What follows belongs to an exercise in optimizing a design on an open flow for small area and a short achievable clock period; a production flow would make more cautious choices. For this run, only the layout was checked, not whether the RTL still works. Power and IR drop assume default switching activity.

<file path="run.sh">
#!/bin/bash
# synth_recipe.tcl (not shown) runs the flow's synth.tcl, then flattens the netlist and writes it again
# the make line also repeats each setting of config.mk as NAME=value (left out here)
make -C /OpenROAD-flow-scripts/flow DESIGN_CONFIG=/design/flow/config.mk WORK_HOME=/design/flow/orfs CLKGATE_MAP_FILE= SYNTH_SCRIPT=/design/flow/synth_recipe.tcl finish
</file>
<file path="config.mk">
export PLATFORM = sky130hd
export DESIGN_NAME = pe
export DESIGN_NICKNAME = pe
export VERILOG_FILES = /design/flow/design.v
export SDC_FILE = /design/flow/constraint.sdc
export NUM_CORES = 4
export LEC_CHECK = 0
export CAP_MARGIN = 20
export CORE_MARGIN = 2
export CORE_UTILIZATION = 40
export SLEW_MARGIN = 20
export SYNTH_HIERARCHICAL = 1
</file>
<file path="constraint.sdc">
create_clock -name core_clock -period 11.0 [get_ports {clk}]
set_input_delay 2.2000 -clock core_clock [delete_from_list [all_inputs] [get_ports {clk}]]
set_output_delay 2.2000 -clock core_clock [all_outputs]
set_load 0.01 [all_outputs]
</file>
<file path="design.v">
`default_nettype none
`timescale 1ns / 1ps
module pe (
    input wire clk,
    input wire rst,
    input wire [15:0] act,
    input wire [15:0] wgt,
    input wire store,
    input wire reuse,
    input wire [3:0] addr,
    input wire update_out,
    output reg [31:0] out
);
    reg [31:0] acc_s;             
    reg [15:0] r1, r2, r3;        
    reg start;
    wire [31:0] acc = acc_s;
    wire a0 = addr == 4'd0;
    wire a1 = addr == 4'd1;
    wire a2 = addr == 4'd2;
    wire a3 = addr == 4'd3;
    wire sw = ~rst & ~reuse;
    wire s0 = ~rst & reuse & a0;
    wire s1 = ~rst & reuse & a1;
    wire s2 = ~rst & reuse & a2;
    wire s3 = ~rst & reuse & a3;
    wire [31:0] B;
    assign B[15:0] = ({16{sw}} & wgt) | ({16{s0}} & acc[15:0]) | ({16{s1}} & r1)
                   | ({16{s2}} & r2) | ({16{s3}} & r3);
    assign B[31:16] = {16{s0}} & acc[31:16];
    wire keep = ~rst & ~start;
    wire [31:0] acc_s_g = {32{keep}} & acc_s;
    wire [17:0] ax = {1'b0, act, 1'b0};
    wire [7:0] one, two, neg;
    genvar g;
    generate for (g = 0; g < 8; g = g + 1) begin : enc
        assign one[g] = ax[2*g+1] ^ ax[2*g];
        assign two[g] = (ax[2*g+2] & ~ax[2*g+1] & ~ax[2*g]) | (~ax[2*g+2] & ax[2*g+1] & ax[2*g]);
        assign neg[g] = ax[2*g+2];
    end endgenerate
    wire [32:0] Bx = {B, 1'b0};
    wire [31:0] pp0;
    wire [29:0] pp1;
    wire [27:0] pp2;
    wire [25:0] pp3;
    wire [23:0] pp4;
    wire [21:0] pp5;
    wire [19:0] pp6;
    wire [17:0] pp7;
    generate for (g = 0; g < 32; g = g + 1) begin : pp
        if (g < 32) pe_bsel b0 (.one(one[0]), .two(two[0]), .neg(neg[0]), .b1(Bx[g+1]), .b0(Bx[g]), .p(pp0[g]));
        if (g < 30) pe_bsel b1 (.one(one[1]), .two(two[1]), .neg(neg[1]), .b1(Bx[g+1]), .b0(Bx[g]), .p(pp1[g]));
        if (g < 28) pe_bsel b2 (.one(one[2]), .two(two[2]), .neg(neg[2]), .b1(Bx[g+1]), .b0(Bx[g]), .p(pp2[g]));
        if (g < 26) pe_bsel b3 (.one(one[3]), .two(two[3]), .neg(neg[3]), .b1(Bx[g+1]), .b0(Bx[g]), .p(pp3[g]));
        if (g < 24) pe_bsel b4 (.one(one[4]), .two(two[4]), .neg(neg[4]), .b1(Bx[g+1]), .b0(Bx[g]), .p(pp4[g]));
        if (g < 22) pe_bsel b5 (.one(one[5]), .two(two[5]), .neg(neg[5]), .b1(Bx[g+1]), .b0(Bx[g]), .p(pp5[g]));
        if (g < 20) pe_bsel b6 (.one(one[6]), .two(two[6]), .neg(neg[6]), .b1(Bx[g+1]), .b0(Bx[g]), .p(pp6[g]));
        if (g < 18) pe_bsel b7 (.one(one[7]), .two(two[7]), .neg(neg[7]), .b1(Bx[g+1]), .b0(Bx[g]), .p(pp7[g]));
    end endgenerate
    wire [15:0] pp8 = {16{act[15]}} & B[15:0];
    wire fs1, fc1;
    pe_fa u0 (.a(acc_s_g[0]), .b(neg[0]), .c(pp0[0]), .s(fs1), .co(fc1));
    wire fs2, fc2;
    pe_fa u1 (.a(acc_s_g[1]), .b(pp0[1]), .c(fc1), .s(fs2), .co(fc2));
    wire fs3, fc3;
    pe_fa u2 (.a(acc_s_g[2]), .b(neg[1]), .c(pp0[2]), .s(fs3), .co(fc3));
    wire fs4, fc4;
    pe_fa u3 (.a(pp1[0]), .b(fs3), .c(fc2), .s(fs4), .co(fc4));
    wire fs5, fc5;
    pe_fa u4 (.a(acc_s_g[3]), .b(pp0[3]), .c(pp1[1]), .s(fs5), .co(fc5));
    wire fs6, fc6;
    pe_fa u5 (.a(fc3), .b(fs5), .c(fc4), .s(fs6), .co(fc6));
    wire fs7, fc7;
    pe_fa u6 (.a(acc_s_g[4]), .b(neg[2]), .c(pp0[4]), .s(fs7), .co(fc7));
    wire fs8, fc8;
    pe_fa u7 (.a(pp1[2]), .b(pp2[0]), .c(fc5), .s(fs8), .co(fc8));
    wire hs1, hc1;
    pe_ha u8 (.a(fs7), .b(fs8), .s(hs1), .co(hc1));
    wire fs9, fc9;
    pe_fa u9 (.a(acc_s_g[5]), .b(pp0[5]), .c(pp1[3]), .s(fs9), .co(fc9));
    wire fs10, fc10;
    pe_fa u10 (.a(pp2[1]), .b(fc7), .c(fs9), .s(fs10), .co(fc10));
    wire fs11, fc11;
    pe_fa u11 (.a(fc8), .b(fs10), .c(hc1), .s(fs11), .co(fc11));
    wire fs12, fc12;
    pe_fa u12 (.a(acc_s_g[6]), .b(neg[3]), .c(pp0[6]), .s(fs12), .co(fc12));
    wire fs13, fc13;
    pe_fa u13 (.a(pp1[4]), .b(pp2[2]), .c(pp3[0]), .s(fs13), .co(fc13));
    wire fs14, fc14;
    pe_fa u14 (.a(fc9), .b(fs12), .c(fs13), .s(fs14), .co(fc14));
    wire hs2, hc2;
    pe_ha u15 (.a(fc10), .b(fs14), .s(hs2), .co(hc2));
    wire fs15, fc15;
    pe_fa u16 (.a(acc_s_g[7]), .b(pp0[7]), .c(pp1[5]), .s(fs15), .co(fc15));
    wire fs16, fc16;
    pe_fa u17 (.a(pp2[3]), .b(pp3[1]), .c(fc12), .s(fs16), .co(fc16));
    wire fs17, fc17;
    pe_fa u18 (.a(fc13), .b(fs15), .c(fc14), .s(fs17), .co(fc17));
    wire fs18, fc18;
    pe_fa u19 (.a(fs16), .b(hc2), .c(fs17), .s(fs18), .co(fc18));
    wire fs19, fc19;
    pe_fa u20 (.a(acc_s_g[8]), .b(neg[4]), .c(pp0[8]), .s(fs19), .co(fc19));
    wire fs20, fc20;
    pe_fa u21 (.a(pp1[6]), .b(pp2[4]), .c(pp3[2]), .s(fs20), .co(fc20));
    wire fs21, fc21;
    pe_fa u22 (.a(pp4[0]), .b(fc15), .c(fs19), .s(fs21), .co(fc21));
    wire fs22, fc22;
    pe_fa u23 (.a(fs20), .b(fc16), .c(fs21), .s(fs22), .co(fc22));
    wire hs3, hc3;
    pe_ha u24 (.a(fc17), .b(fs22), .s(hs3), .co(hc3));
    wire fs23, fc23;
    pe_fa u25 (.a(acc_s_g[9]), .b(pp0[9]), .c(pp1[7]), .s(fs23), .co(fc23));
    wire fs24, fc24;
    pe_fa u26 (.a(pp2[5]), .b(pp3[3]), .c(pp4[1]), .s(fs24), .co(fc24));
    wire fs25, fc25;
    pe_fa u27 (.a(fc19), .b(fc20), .c(fs23), .s(fs25), .co(fc25));
    wire fs26, fc26;
    pe_fa u28 (.a(fs24), .b(fc21), .c(fs25), .s(fs26), .co(fc26));
    wire hs4, hc4;
    pe_ha u29 (.a(fc22), .b(fs26), .s(hs4), .co(hc4));
    wire fs27, fc27;
    pe_fa u30 (.a(acc_s_g[10]), .b(neg[5]), .c(pp0[10]), .s(fs27), .co(fc27));
    wire fs28, fc28;
    pe_fa u31 (.a(pp1[8]), .b(pp2[6]), .c(pp3[4]), .s(fs28), .co(fc28));
    wire fs29, fc29;
    pe_fa u32 (.a(pp4[2]), .b(pp5[0]), .c(fc23), .s(fs29), .co(fc29));
    wire fs30, fc30;
    pe_fa u33 (.a(fc24), .b(fs27), .c(fs28), .s(fs30), .co(fc30));
    wire fs31, fc31;
    pe_fa u34 (.a(fc25), .b(fs29), .c(fs30), .s(fs31), .co(fc31));
    wire hs5, hc5;
    pe_ha u35 (.a(fc26), .b(fs31), .s(hs5), .co(hc5));
    wire fs32, fc32;
    pe_fa u36 (.a(acc_s_g[11]), .b(pp0[11]), .c(pp1[9]), .s(fs32), .co(fc32));
    wire fs33, fc33;
    pe_fa u37 (.a(pp2[7]), .b(pp3[5]), .c(pp4[3]), .s(fs33), .co(fc33));
    wire fs34, fc34;
    pe_fa u38 (.a(pp5[1]), .b(fc27), .c(fc28), .s(fs34), .co(fc34));
    wire fs35, fc35;
    pe_fa u39 (.a(fs32), .b(fs33), .c(fc29), .s(fs35), .co(fc35));
    wire fs36, fc36;
    pe_fa u40 (.a(fc30), .b(fs34), .c(fs35), .s(fs36), .co(fc36));
    wire hs6, hc6;
    pe_ha u41 (.a(fc31), .b(hc5), .s(hs6), .co(hc6));
    wire fs37, fc37;
    pe_fa u42 (.a(acc_s_g[12]), .b(neg[6]), .c(pp0[12]), .s(fs37), .co(fc37));
    wire fs38, fc38;
    pe_fa u43 (.a(pp1[10]), .b(pp2[8]), .c(pp3[6]), .s(fs38), .co(fc38));
    wire fs39, fc39;
    pe_fa u44 (.a(pp4[4]), .b(pp5[2]), .c(pp6[0]), .s(fs39), .co(fc39));
    wire fs40, fc40;
    pe_fa u45 (.a(fc32), .b(fc33), .c(fs37), .s(fs40), .co(fc40));
    wire fs41, fc41;
    pe_fa u46 (.a(fs38), .b(fs39), .c(fc34), .s(fs41), .co(fc41));
    wire fs42, fc42;
    pe_fa u47 (.a(fs40), .b(fc35), .c(fs41), .s(fs42), .co(fc42));
    wire hs7, hc7;
    pe_ha u48 (.a(fc36), .b(fs42), .s(hs7), .co(hc7));
    wire fs43, fc43;
    pe_fa u49 (.a(acc_s_g[13]), .b(pp0[13]), .c(pp1[11]), .s(fs43), .co(fc43));
    wire fs44, fc44;
    pe_fa u50 (.a(pp2[9]), .b(pp3[7]), .c(pp4[5]), .s(fs44), .co(fc44));
    wire fs45, fc45;
    pe_fa u51 (.a(pp5[3]), .b(pp6[1]), .c(fc37), .s(fs45), .co(fc45));
    wire fs46, fc46;
    pe_fa u52 (.a(fc38), .b(fc39), .c(fs43), .s(fs46), .co(fc46));
    wire fs47, fc47;
    pe_fa u53 (.a(fs44), .b(fc40), .c(fs45), .s(fs47), .co(fc47));
    wire fs48, fc48;
    pe_fa u54 (.a(fs46), .b(fc41), .c(fs47), .s(fs48), .co(fc48));
    wire hs8, hc8;
    pe_ha u55 (.a(fc42), .b(fs48), .s(hs8), .co(hc8));
    wire fs49, fc49;
    pe_fa u56 (.a(acc_s_g[14]), .b(neg[7]), .c(pp0[14]), .s(fs49), .co(fc49));
    wire fs50, fc50;
    pe_fa u57 (.a(pp1[12]), .b(pp2[10]), .c(pp3[8]), .s(fs50), .co(fc50));
    wire fs51, fc51;
    pe_fa u58 (.a(pp4[6]), .b(pp5[4]), .c(pp6[2]), .s(fs51), .co(fc51));
    wire fs52, fc52;
    pe_fa u59 (.a(pp7[0]), .b(fc43), .c(fc44), .s(fs52), .co(fc52));
    wire fs53, fc53;
    pe_fa u60 (.a(fs49), .b(fs50), .c(fs51), .s(fs53), .co(fc53));
    wire fs54, fc54;
    pe_fa u61 (.a(fc45), .b(fc46), .c(fs52), .s(fs54), .co(fc54));
    wire fs55, fc55;
    pe_fa u62 (.a(fs53), .b(fc47), .c(fs54), .s(fs55), .co(fc55));
    wire hs9, hc9;
    pe_ha u63 (.a(fc48), .b(fs55), .s(hs9), .co(hc9));
    wire fs56, fc56;
    pe_fa u64 (.a(acc_s_g[15]), .b(pp0[15]), .c(pp1[13]), .s(fs56), .co(fc56));
    wire fs57, fc57;
    pe_fa u65 (.a(pp2[11]), .b(pp3[9]), .c(pp4[7]), .s(fs57), .co(fc57));
    wire fs58, fc58;
    pe_fa u66 (.a(pp5[5]), .b(pp6[3]), .c(pp7[1]), .s(fs58), .co(fc58));
    wire fs59, fc59;
    pe_fa u67 (.a(fc49), .b(fc50), .c(fc51), .s(fs59), .co(fc59));
    wire fs60, fc60;
    pe_fa u68 (.a(fs56), .b(fs57), .c(fs58), .s(fs60), .co(fc60));
    wire fs61, fc61;
    pe_fa u69 (.a(fc52), .b(fc53), .c(fs59), .s(fs61), .co(fc61));
    wire fs62, fc62;
    pe_fa u70 (.a(fs60), .b(fc54), .c(fs61), .s(fs62), .co(fc62));
    wire hs10, hc10;
    pe_ha u71 (.a(fc55), .b(fs62), .s(hs10), .co(hc10));
    wire fs63, fc63;
    pe_fa u72 (.a(acc_s_g[16]), .b(pp8[0]), .c(pp0[16]), .s(fs63), .co(fc63));
    wire fs64, fc64;
    pe_fa u73 (.a(pp1[14]), .b(pp2[12]), .c(pp3[10]), .s(fs64), .co(fc64));
    wire fs65, fc65;
    pe_fa u74 (.a(pp4[8]), .b(pp5[6]), .c(pp6[4]), .s(fs65), .co(fc65));
    wire fs66, fc66;
    pe_fa u75 (.a(pp7[2]), .b(fc56), .c(fc57), .s(fs66), .co(fc66));
    wire fs67, fc67;
    pe_fa u76 (.a(fc58), .b(fs63), .c(fs64), .s(fs67), .co(fc67));
    wire fs68, fc68;
    pe_fa u77 (.a(fs65), .b(fc59), .c(fc60), .s(fs68), .co(fc68));
    wire fs69, fc69;
    pe_fa u78 (.a(fs66), .b(fs67), .c(fc61), .s(fs69), .co(fc69));
    wire fs70, fc70;
    pe_fa u79 (.a(fs68), .b(fc62), .c(fs69), .s(fs70), .co(fc70));
    wire fs71, fc71;
    pe_fa u80 (.a(acc_s_g[17]), .b(pp8[1]), .c(pp0[17]), .s(fs71), .co(fc71));
    wire fs72, fc72;
    pe_fa u81 (.a(pp1[15]), .b(pp2[13]), .c(pp3[11]), .s(fs72), .co(fc72));
    wire fs73, fc73;
    pe_fa u82 (.a(pp4[9]), .b(pp5[7]), .c(pp6[5]), .s(fs73), .co(fc73));
    wire fs74, fc74;
    pe_fa u83 (.a(pp7[3]), .b(fc63), .c(fc64), .s(fs74), .co(fc74));
    wire fs75, fc75;
    pe_fa u84 (.a(fc65), .b(fs71), .c(fs72), .s(fs75), .co(fc75));
    wire fs76, fc76;
    pe_fa u85 (.a(fs73), .b(fc66), .c(fc67), .s(fs76), .co(fc76));
    wire fs77, fc77;
    pe_fa u86 (.a(fs74), .b(fs75), .c(fc68), .s(fs77), .co(fc77));
    wire fs78, fc78;
    pe_fa u87 (.a(fs76), .b(fc69), .c(fs77), .s(fs78), .co(fc78));
    wire fs79, fc79;
    pe_fa u88 (.a(acc_s_g[18]), .b(pp8[2]), .c(pp0[18]), .s(fs79), .co(fc79));
    wire fs80, fc80;
    pe_fa u89 (.a(pp1[16]), .b(pp2[14]), .c(pp3[12]), .s(fs80), .co(fc80));
    wire fs81, fc81;
    pe_fa u90 (.a(pp4[10]), .b(pp5[8]), .c(pp6[6]), .s(fs81), .co(fc81));
    wire fs82, fc82;
    pe_fa u91 (.a(pp7[4]), .b(fc71), .c(fc72), .s(fs82), .co(fc82));
    wire fs83, fc83;
    pe_fa u92 (.a(fc73), .b(fs79), .c(fs80), .s(fs83), .co(fc83));
    wire fs84, fc84;
    pe_fa u93 (.a(fs81), .b(fc74), .c(fc75), .s(fs84), .co(fc84));
    wire fs85, fc85;
    pe_fa u94 (.a(fs82), .b(fs83), .c(fc76), .s(fs85), .co(fc85));
    wire fs86, fc86;
    pe_fa u95 (.a(fs84), .b(fc77), .c(fs85), .s(fs86), .co(fc86));
    wire fs87, fc87;
    pe_fa u96 (.a(acc_s_g[19]), .b(pp8[3]), .c(pp0[19]), .s(fs87), .co(fc87));
    wire fs88, fc88;
    pe_fa u97 (.a(pp1[17]), .b(pp2[15]), .c(pp3[13]), .s(fs88), .co(fc88));
    wire fs89, fc89;
    pe_fa u98 (.a(pp4[11]), .b(pp5[9]), .c(pp6[7]), .s(fs89), .co(fc89));
    wire fs90, fc90;
    pe_fa u99 (.a(pp7[5]), .b(fc79), .c(fc80), .s(fs90), .co(fc90));
    wire fs91, fc91;
    pe_fa u100 (.a(fc81), .b(fs87), .c(fs88), .s(fs91), .co(fc91));
    wire fs92, fc92;
    pe_fa u101 (.a(fs89), .b(fc82), .c(fc83), .s(fs92), .co(fc92));
    wire fs93, fc93;
    pe_fa u102 (.a(fs90), .b(fs91), .c(fc84), .s(fs93), .co(fc93));
    wire fs94, fc94;
    pe_fa u103 (.a(fs92), .b(fc85), .c(fs93), .s(fs94), .co(fc94));
    wire fs95, fc95;
    pe_fa u104 (.a(acc_s_g[20]), .b(pp8[4]), .c(pp0[20]), .s(fs95), .co(fc95));
    wire fs96, fc96;
    pe_fa u105 (.a(pp1[18]), .b(pp2[16]), .c(pp3[14]), .s(fs96), .co(fc96));
    wire fs97, fc97;
    pe_fa u106 (.a(pp4[12]), .b(pp5[10]), .c(pp6[8]), .s(fs97), .co(fc97));
    wire fs98, fc98;
    pe_fa u107 (.a(pp7[6]), .b(fc87), .c(fc88), .s(fs98), .co(fc98));
    wire fs99, fc99;
    pe_fa u108 (.a(fc89), .b(fs95), .c(fs96), .s(fs99), .co(fc99));
    wire fs100, fc100;
    pe_fa u109 (.a(fs97), .b(fc90), .c(fc91), .s(fs100), .co(fc100));
    wire fs101, fc101;
    pe_fa u110 (.a(fs98), .b(fs99), .c(fc92), .s(fs101), .co(fc101));
    wire fs102, fc102;
    pe_fa u111 (.a(fs100), .b(fc93), .c(fs101), .s(fs102), .co(fc102));
    wire fs103, fc103;
    pe_fa u112 (.a(acc_s_g[21]), .b(pp8[5]), .c(pp0[21]), .s(fs103), .co(fc103));
    wire fs104, fc104;
    pe_fa u113 (.a(pp1[19]), .b(pp2[17]), .c(pp3[15]), .s(fs104), .co(fc104));
    wire fs105, fc105;
    pe_fa u114 (.a(pp4[13]), .b(pp5[11]), .c(pp6[9]), .s(fs105), .co(fc105));
    wire fs106, fc106;
    pe_fa u115 (.a(pp7[7]), .b(fc95), .c(fc96), .s(fs106), .co(fc106));
    wire fs107, fc107;
    pe_fa u116 (.a(fc97), .b(fs103), .c(fs104), .s(fs107), .co(fc107));
    wire fs108, fc108;
    pe_fa u117 (.a(fs105), .b(fc98), .c(fc99), .s(fs108), .co(fc108));
    wire fs109, fc109;
    pe_fa u118 (.a(fs106), .b(fs107), .c(fc100), .s(fs109), .co(fc109));
    wire fs110, fc110;
    pe_fa u119 (.a(fs108), .b(fc101), .c(fs109), .s(fs110), .co(fc110));
    wire fs111, fc111;
    pe_fa u120 (.a(acc_s_g[22]), .b(pp8[6]), .c(pp0[22]), .s(fs111), .co(fc111));
    wire fs112, fc112;
    pe_fa u121 (.a(pp1[20]), .b(pp2[18]), .c(pp3[16]), .s(fs112), .co(fc112));
    wire fs113, fc113;
    pe_fa u122 (.a(pp4[14]), .b(pp5[12]), .c(pp6[10]), .s(fs113), .co(fc113));
    wire fs114, fc114;
    pe_fa u123 (.a(pp7[8]), .b(fc103), .c(fc104), .s(fs114), .co(fc114));
    wire fs115, fc115;
    pe_fa u124 (.a(fc105), .b(fs111), .c(fs112), .s(fs115), .co(fc115));
    wire fs116, fc116;
    pe_fa u125 (.a(fs113), .b(fc106), .c(fc107), .s(fs116), .co(fc116));
    wire fs117, fc117;
    pe_fa u126 (.a(fs114), .b(fs115), .c(fc108), .s(fs117), .co(fc117));
    wire fs118, fc118;
    pe_fa u127 (.a(fs116), .b(fc109), .c(fs117), .s(fs118), .co(fc118));
    wire fs119, fc119;
    pe_fa u128 (.a(acc_s_g[23]), .b(pp8[7]), .c(pp0[23]), .s(fs119), .co(fc119));
    wire fs120, fc120;
    pe_fa u129 (.a(pp1[21]), .b(pp2[19]), .c(pp3[17]), .s(fs120), .co(fc120));
    wire fs121, fc121;
    pe_fa u130 (.a(pp4[15]), .b(pp5[13]), .c(pp6[11]), .s(fs121), .co(fc121));
    wire fs122, fc122;
    pe_fa u131 (.a(pp7[9]), .b(fc111), .c(fc112), .s(fs122), .co(fc122));
    wire fs123, fc123;
    pe_fa u132 (.a(fc113), .b(fs119), .c(fs120), .s(fs123), .co(fc123));
    wire fs124, fc124;
    pe_fa u133 (.a(fs121), .b(fc114), .c(fc115), .s(fs124), .co(fc124));
    wire fs125, fc125;
    pe_fa u134 (.a(fs122), .b(fs123), .c(fc116), .s(fs125), .co(fc125));
    wire fs126, fc126;
    pe_fa u135 (.a(fs124), .b(fc117), .c(fs125), .s(fs126), .co(fc126));
    wire fs127, fc127;
    pe_fa u136 (.a(acc_s_g[24]), .b(pp8[8]), .c(pp0[24]), .s(fs127), .co(fc127));
    wire fs128, fc128;
    pe_fa u137 (.a(pp1[22]), .b(pp2[20]), .c(pp3[18]), .s(fs128), .co(fc128));
    wire fs129, fc129;
    pe_fa u138 (.a(pp4[16]), .b(pp5[14]), .c(pp6[12]), .s(fs129), .co(fc129));
    wire fs130, fc130;
    pe_fa u139 (.a(pp7[10]), .b(fc119), .c(fc120), .s(fs130), .co(fc130));
    wire fs131, fc131;
    pe_fa u140 (.a(fc121), .b(fs127), .c(fs128), .s(fs131), .co(fc131));
    wire fs132, fc132;
    pe_fa u141 (.a(fs129), .b(fc122), .c(fc123), .s(fs132), .co(fc132));
    wire fs133, fc133;
    pe_fa u142 (.a(fs130), .b(fs131), .c(fc124), .s(fs133), .co(fc133));
    wire fs134, fc134;
    pe_fa u143 (.a(fs132), .b(fc125), .c(fs133), .s(fs134), .co(fc134));
    wire fs135, fc135;
    pe_fa u144 (.a(acc_s_g[25]), .b(pp8[9]), .c(pp0[25]), .s(fs135), .co(fc135));
    wire fs136, fc136;
    pe_fa u145 (.a(pp1[23]), .b(pp2[21]), .c(pp3[19]), .s(fs136), .co(fc136));
    wire fs137, fc137;
    pe_fa u146 (.a(pp4[17]), .b(pp5[15]), .c(pp6[13]), .s(fs137), .co(fc137));
    wire fs138, fc138;
    pe_fa u147 (.a(pp7[11]), .b(fc127), .c(fc128), .s(fs138), .co(fc138));
    wire fs139, fc139;
    pe_fa u148 (.a(fc129), .b(fs135), .c(fs136), .s(fs139), .co(fc139));
    wire fs140, fc140;
    pe_fa u149 (.a(fs137), .b(fc130), .c(fc131), .s(fs140), .co(fc140));
    wire fs141, fc141;
    pe_fa u150 (.a(fs138), .b(fs139), .c(fc132), .s(fs141), .co(fc141));
    wire fs142, fc142;
    pe_fa u151 (.a(fs140), .b(fc133), .c(fs141), .s(fs142), .co(fc142));
    wire fs143, fc143;
    pe_fa u152 (.a(acc_s_g[26]), .b(pp8[10]), .c(pp0[26]), .s(fs143), .co(fc143));
    wire fs144, fc144;
    pe_fa u153 (.a(pp1[24]), .b(pp2[22]), .c(pp3[20]), .s(fs144), .co(fc144));
    wire fs145, fc145;
    pe_fa u154 (.a(pp4[18]), .b(pp5[16]), .c(pp6[14]), .s(fs145), .co(fc145));
    wire fs146, fc146;
    pe_fa u155 (.a(pp7[12]), .b(fc135), .c(fc136), .s(fs146), .co(fc146));
    wire fs147, fc147;
    pe_fa u156 (.a(fc137), .b(fs143), .c(fs144), .s(fs147), .co(fc147));
    wire fs148, fc148;
    pe_fa u157 (.a(fs145), .b(fc138), .c(fc139), .s(fs148), .co(fc148));
    wire fs149, fc149;
    pe_fa u158 (.a(fs146), .b(fs147), .c(fc140), .s(fs149), .co(fc149));
    wire fs150, fc150;
    pe_fa u159 (.a(fs148), .b(fc141), .c(fs149), .s(fs150), .co(fc150));
    wire fs151, fc151;
    pe_fa u160 (.a(acc_s_g[27]), .b(pp8[11]), .c(pp0[27]), .s(fs151), .co(fc151));
    wire fs152, fc152;
    pe_fa u161 (.a(pp1[25]), .b(pp2[23]), .c(pp3[21]), .s(fs152), .co(fc152));
    wire fs153, fc153;
    pe_fa u162 (.a(pp4[19]), .b(pp5[17]), .c(pp6[15]), .s(fs153), .co(fc153));
    wire fs154, fc154;
    pe_fa u163 (.a(pp7[13]), .b(fc143), .c(fc144), .s(fs154), .co(fc154));
    wire fs155, fc155;
    pe_fa u164 (.a(fc145), .b(fs151), .c(fs152), .s(fs155), .co(fc155));
    wire fs156, fc156;
    pe_fa u165 (.a(fs153), .b(fc146), .c(fc147), .s(fs156), .co(fc156));
    wire fs157, fc157;
    pe_fa u166 (.a(fs154), .b(fs155), .c(fc148), .s(fs157), .co(fc157));
    wire fs158, fc158;
    pe_fa u167 (.a(fs156), .b(fc149), .c(fs157), .s(fs158), .co(fc158));
    wire fs159, fc159;
    pe_fa u168 (.a(acc_s_g[28]), .b(pp8[12]), .c(pp0[28]), .s(fs159), .co(fc159));
    wire fs160, fc160;
    pe_fa u169 (.a(pp1[26]), .b(pp2[24]), .c(pp3[22]), .s(fs160), .co(fc160));
    wire fs161, fc161;
    pe_fa u170 (.a(pp4[20]), .b(pp5[18]), .c(pp6[16]), .s(fs161), .co(fc161));
    wire fs162, fc162;
    pe_fa u171 (.a(pp7[14]), .b(fc151), .c(fc152), .s(fs162), .co(fc162));
    wire fs163, fc163;
    pe_fa u172 (.a(fc153), .b(fs159), .c(fs160), .s(fs163), .co(fc163));
    wire fs164, fc164;
    pe_fa u173 (.a(fs161), .b(fc154), .c(fc155), .s(fs164), .co(fc164));
    wire fs165, fc165;
    pe_fa u174 (.a(fs162), .b(fs163), .c(fc156), .s(fs165), .co(fc165));
    wire fs166, fc166;
    pe_fa u175 (.a(fs164), .b(fc157), .c(fs165), .s(fs166), .co(fc166));
    wire fs167, fc167;
    pe_fa u176 (.a(acc_s_g[29]), .b(pp8[13]), .c(pp0[29]), .s(fs167), .co(fc167));
    wire fs168, fc168;
    pe_fa u177 (.a(pp1[27]), .b(pp2[25]), .c(pp3[23]), .s(fs168), .co(fc168));
    wire fs169, fc169;
    pe_fa u178 (.a(pp4[21]), .b(pp5[19]), .c(pp6[17]), .s(fs169), .co(fc169));
    wire fs170, fc170;
    pe_fa u179 (.a(pp7[15]), .b(fc159), .c(fc160), .s(fs170), .co(fc170));
    wire fs171, fc171;
    pe_fa u180 (.a(fc161), .b(fs167), .c(fs168), .s(fs171), .co(fc171));
    wire fs172, fc172;
    pe_fa u181 (.a(fs169), .b(fc162), .c(fc163), .s(fs172), .co(fc172));
    wire fs173, fc173;
    pe_fa u182 (.a(fs170), .b(fs171), .c(fc164), .s(fs173), .co(fc173));
    wire fs174, fc174;
    pe_fa u183 (.a(fs172), .b(fc165), .c(fs173), .s(fs174), .co(fc174));
    wire fs175, fc175;
    pe_fa u184 (.a(acc_s_g[30]), .b(pp8[14]), .c(pp0[30]), .s(fs175), .co(fc175));
    wire fs176, fc176;
    pe_fa u185 (.a(pp1[28]), .b(pp2[26]), .c(pp3[24]), .s(fs176), .co(fc176));
    wire fs177, fc177;
    pe_fa u186 (.a(pp4[22]), .b(pp5[20]), .c(pp6[18]), .s(fs177), .co(fc177));
    wire fs178, fc178;
    pe_fa u187 (.a(pp7[16]), .b(fc167), .c(fc168), .s(fs178), .co(fc178));
    wire fs179, fc179;
    pe_fa u188 (.a(fc169), .b(fs175), .c(fs176), .s(fs179), .co(fc179));
    wire fs180, fc180;
    pe_fa u189 (.a(fs177), .b(fc170), .c(fc171), .s(fs180), .co(fc180));
    wire fs181, fc181;
    pe_fa u190 (.a(fs178), .b(fs179), .c(fc172), .s(fs181), .co(fc181));
    wire fs182, fc182;
    pe_fa u191 (.a(fs180), .b(fc173), .c(fs181), .s(fs182), .co(fc182));
    wire fs183, fc183;
    pe_fa u192 (.a(acc_s_g[31]), .b(pp8[15]), .c(pp0[31]), .s(fs183), .co(fc183));
    wire fs184, fc184;
    pe_fa u193 (.a(pp1[29]), .b(pp2[27]), .c(pp3[25]), .s(fs184), .co(fc184));
    wire fs185, fc185;
    pe_fa u194 (.a(pp4[23]), .b(pp5[21]), .c(pp6[19]), .s(fs185), .co(fc185));
    wire fs186, fc186;
    pe_fa u195 (.a(pp7[17]), .b(fc175), .c(fc176), .s(fs186), .co(fc186));
    wire fs187, fc187;
    pe_fa u196 (.a(fc177), .b(fs183), .c(fs184), .s(fs187), .co(fc187));
    wire fs188, fc188;
    pe_fa u197 (.a(fs185), .b(fc178), .c(fc179), .s(fs188), .co(fc188));
    wire fs189, fc189;
    pe_fa u198 (.a(fs186), .b(fs187), .c(fc180), .s(fs189), .co(fc189));
    wire fs190, fc190;
    pe_fa u199 (.a(fs188), .b(fc181), .c(fs189), .s(fs190), .co(fc190));
    wire [31:0] row_a = {fc182, fc174, fc166, fc158, fc150, fc142, fc134, fc126, fc118, fc110, fc102, fc94, fc86, fc78, fc70, hc10, hc9, hc8, hc7, hc6, fs36, hc4, hc3, hs3, fs18, hs2, fs11, hs1, fs6, fs4, fs2, fs1};
    wire [31:0] row_b = {fs190, fs182, fs174, fs166, fs158, fs150, fs142, fs134, fs126, fs118, fs110, fs102, fs94, fs86, fs78, fs70, hs10, hs9, hs8, hs7, hs6, hs5, hs4, fc18, 1'b0, fc11, 1'b0, fc6, 1'b0, 1'b0, 1'b0, 1'b0};
    always @(posedge clk) begin
        acc_s <= row_a + row_b;
        if (rst) begin
            r1 <= 16'd0;
            r2 <= 16'd0;
            r3 <= 16'd0;
            out <= 32'd0;
            start <= 1'b0;
        end else begin
            if (store && a1) r1 <= wgt;
            if (store && a2) r2 <= wgt;
            if (store && a3) r3 <= wgt;
            if (update_out) out <= acc;
            start <= update_out;
        end
    end
endmodule
module pe_bsel (input wire one, input wire two, input wire neg, input wire b1, input wire b0, output wire p);
    assign p = ((one & b1) | (two & b0)) ^ neg;
endmodule
module pe_fa (input wire a, input wire b, input wire c, output wire s, output wire co);
    assign s = a ^ b ^ c;
    assign co = (a & b) | (a & c) | (b & c);
endmodule
module pe_ha (input wire a, input wire b, output wire s, output wire co);
    assign s = a ^ b;
    assign co = a & b;
endmodule
</file>
==> summary.txt <==
-- state kept, by name (all words and copies together) (netlist names) --
signal / cells
r1: 16
out: 32
acc_s: 32
r3: 16
r2: 16
start: 1
-- Yosys cell counts, types with 4 or more instances --
master    instances
nand3b_1          8
a22oi_2         200
a222oi_1         16
nor3_1            6
xor2_1           14
xnor2_1         217
clkbuf_1         30
buf_2            10
inv_1            22
a21o_1            9
nand2_1         137
a31oi_1           4
nand3_1           9
nor2b_1          20
dfxtp_1         113
nand4_1           4
nor2_1           54
a21oi_1          67
ha_1             36
and2_1           51
mux2i_1          49
o21ai_0          33
fa_1            190
nand2b_1          7
-- worst min-delay path by stage --
| stage | start | end | slack [ns] | cells after the start |
|---|---|---|---|---|
| after global placement | r1[7]$_SDFFE_PP0P_ | r1[7]$_SDFFE_PP0P_ | 0.44 | 2 |
| after global routing | r1[14]$_SDFFE_PP0P_ | r1[14]$_SDFFE_PP0P_ | 0.47 | 2 |
| after floorplan | r1[12]$_SDFFE_PP0P_ | r1[12]$_SDFFE_PP0P_ | 0.44 | 2 |
| after detailed placement | r1[14]$_SDFFE_PP0P_ | r1[14]$_SDFFE_PP0P_ | 0.45 | 2 |
| final | r1[6]$_SDFFE_PP0P_ | r1[6]$_SDFFE_PP0P_ | 0.45 | 2 |
| after CTS | r1[14]$_SDFFE_PP0P_ | r1[14]$_SDFFE_PP0P_ | 0.45 | 2 |
-- logic make-up after synthesis --
logic type,after synthesis
AOI/OAI and AO/OA,356
xor gates and xnor gates,231
adders and majority gates,226
buffers and inverters,67
DFF,113
muxes,49
other,1
and+or+nand+nor,310
-- worst min-delay path: stages, from the launching register on --
cell and delay [ns]:
dfxtp_1 0.30, nand2_1 0.05, a21oi_1 0.05
-- metal layers --
metal,track usage [%],vias up
li1,-,4970
met1,32.9,5673
met2,41.3,369
met3,2.49,76
met4,8.06,0
met5,0,-
-- stage by stage --
| stage | hold WS (ns) | power (mW) | setup slack (ns) | utilization, % | instances |
|---|---|---|---|---|---|
| CTS | 0.454 | 6.40 | 1.76 | 46.5 | 1920 |
| global route | 0.467 | 7.06 | 1.44 | 46.6 | 1921 |
| finish | 0.454 | 6.43 | 1.63 | 46.6 | 1921 |
| detailed placement | 0.447 | 5.84 | 1.36 | 44.9 | 1890 |
| floorplan | 0.436 | 4.69 | 1.55 | - | 1360 |
| global placement | 0.441 | 5.82 | 1.44 | 44.9 | 1890 |
-- per-module statistics from Yosys, one instance, submodules excluded --
module,cells inside,copies in the design
pe_bsel,2,200
pe_fa,1,190
pe_ha,1,10
pe,753,1
-- area by class of cell --
cell class | instances | area [sq um] | area share (%)
clock buffers | 20 | 467 | 2.83
multi-input cells | 1180 | 12000 | 72.8
repair buffers | 115 | 1010 | 6.15
clock inverters | 10 | 87.6 | 0.531
well taps | 461 | 577 | 3.50
flip-flops and latches | 113 | 2260 | 13.7
inverters | 22 | 82.6 | 0.501
-- report_power, final --
part / switching (mW) / internal (mW) / total (mW)
combinational: 3.00 / 2.21 / 5.22
sequential: 0.105 / 0.588 / 0.692
clock: 0.193 / 0.323 / 0.516
total: 3.30 / 3.12 / 6.43
==> results.yml <==
finish:
  fill_cells: 3379
  final_cell_mix: "217 x xnor2_1, 200 x a22oi_2, 190 x fa_1, 137 x nand2_1, 113 x dfxtp_1"
  nNetsFinal: 1716
  final_common_cell: "xnor2_1"
  drive_gt1_share_pct: 21.4
  antennaDiodeCount: 0
  final_cell_area_sq_mm: 0.0165
  synthToLayoutAreaGrowth_pct: 14.9
synthesis:
  syn_area_sq_mm: 0.0143
  avgSynthCellArea_sq_um: 10.6
  yosys_warnings: 7
  synth_seq_area_share_pct: 15.8
  synthAdderAreaFrac_pct: 29.7
  synth_compound_area_share_pct: 24.6
  synth_largest_type_area_fraction_pct: 26.5
  async_flop_share_pct: 0
  synth-edff-count: 0
  netlist_instances: 1353
  ys.flop_type: "dfxtp_1"
  synth_seq_cells: 113
  yosys.area.top_type: "fa_1"
  synth_top_family_by_area: "adder cells"
  synth_xor_area_share_pct: 14.1
  synth_mux_area_share_pct: 3.42
  netlist_top_cells_area: "fa_1 27%, a22oi_2 17%, dfxtp_1 16%, xnor2_1 13%, nand2_1 3.6%"
  yosysUniqueCellTypes: 57
  synthSimpleGateAreaFrac_pct: 10.5
place:
  gp_congestion: 0.939
  hpwl_um: 33500
  port-buffer-count: 72
  dpl_cell_area_sq_mm: 0.0159
critical_path:
  timing.critical_path.cells: "clkdlybuf4s50_1, nor4b_4, buf_4, and3b_1, a222oi_1, inv_1, a22oi_2, xnor2_1, fa_1, fa_1, fa_1, fa_1, fa_1, ha_1, nand4_1, a211oi_1, nor3_1, a21oi_1, nor4b_1, a311oi_1"
  path_max_fanout: 18
  cp-end-kind: "flip-flop"
  critPathArrivalTime_ns: 9.66
  slowest_stage: "inv_1"
  critPathCapture: "acc_s[30]$_DFF_P_"
  path_class: "in -> reg"
  start_kind: "input pin"
  r2r_start: "acc_s[14]$_DFF_P_"
  r2r_slack_ns: 4.35
  worstSetupPathDepth: 20
  cp_data_required_time_ns: 11.29
  timing.critical_path.mode_cell: "fa_1"
  worstRegToRegCells: 18
  rr_endpoint: "acc_s[30]$_DFF_P_"
  max_stage_delay_ns: 0.81
  cp_top_family: "adder cells"
  path_buf_inv: 3
  crit_start: "addr[3]"
routing:
  initialDrtViolationCount: 929
  drtPass1Iterations: 8
  route.met2.wl_um: 21900
  post_drt_wl_per_cell_um: 23.3
  route.vias.total: 11100
  top_layer: "met4"
  wl_um: 44800
  drc: 0
  met1_length_um: 19600
  ant_nets: 0
  vias_per_cell: 5.77
  met3_wirelength_um: 1980
sta:
  relSlewSlack_pct: 23.7
  worst_pin_slew_ns: 1.14
  fin_crit_sh_pct: 85.1
  rsz0062_at_grt: "false"
  setup_tns_ns: 0
  fmax_ghz: 0.107
  clock_skew_ns: 0.0112
  drv_slew: 0
  min_period_ns: 9.37
  hold_violations: 0
  setup_viol: 0
pwr:
  powerDensity_mw_per_mm2: 390
  peakVddDrop_uv: 471
  leakagePower_nw: 5.60
flow_run:
  drv_cap: 0
die:
  die_x_um: 193
  dieArea_sq_mm: 0.0374
  io_pins: 73
  die_y_um: 193
  initial_core_util_pct: 40.5
  coreArea_sq_mm: 0.0354
  row_count: 69
cts:
  path_clk_slew_ns: 0.05
  cts_buffers: 17
  cts_hold_buf: 0
  cts_setup_buffers: 0
  cts_tree: "done"
  clock_sinks: 113
  cts_root_buffer: "clkbuf_16"
  cts_resized: 0
  max-clock-path-buffers: 2
  worstSkewPairLatency_ns: 0.41
  h-tree-depth: 4
global_route:
  track_usage_pct: 24.5
  grt_pass1_wl_um: 71600
  grt_overflow: 0
  antenna_found_initial: 0
  grt_max_degree: 83
  grt_pass1_vias: 11900
hold_path:
  hp-class: "reg -> reg"
status:
  status: "complete, no violations"

==> separate check: timing with driven ports <==
How much do the figures lean on ideal ports? The routed layout below was timed once more, with nothing changed but the port constraints. Step 1 (the two cells are an assumption about what drives the block):
set clk [get_ports {clk}]
set_driving_cell -lib_cell sky130_fd_sc_hd__clkbuf_16 $clk
set_driving_cell -lib_cell sky130_fd_sc_hd__buf_2 [delete_from_list [all_inputs] $clk]
Step 2 adds t to the input delays and takes it off the output delays; t is the mean of the earliest and latest rising clock arrival at the registers after step 1. Input paths then give back, and output paths get back, about the clock's delay inside the block. a / b / c = ideal ports / drivers / drivers and shift; a / b = the first two.
t (ns): 0.445
setup WS [ns]: 1.634 / 1.650 / 1.205
worst hold slack (ns): 0.454 / 0.454 / 0.454
worst setup path at the end: input to register
worst slew at a driven data input, ns: 0.06
After both steps setup and hold are still met in this run. The setup slack of this run moves by +0.016 ns with the drivers and by -0.429 ns with both steps.
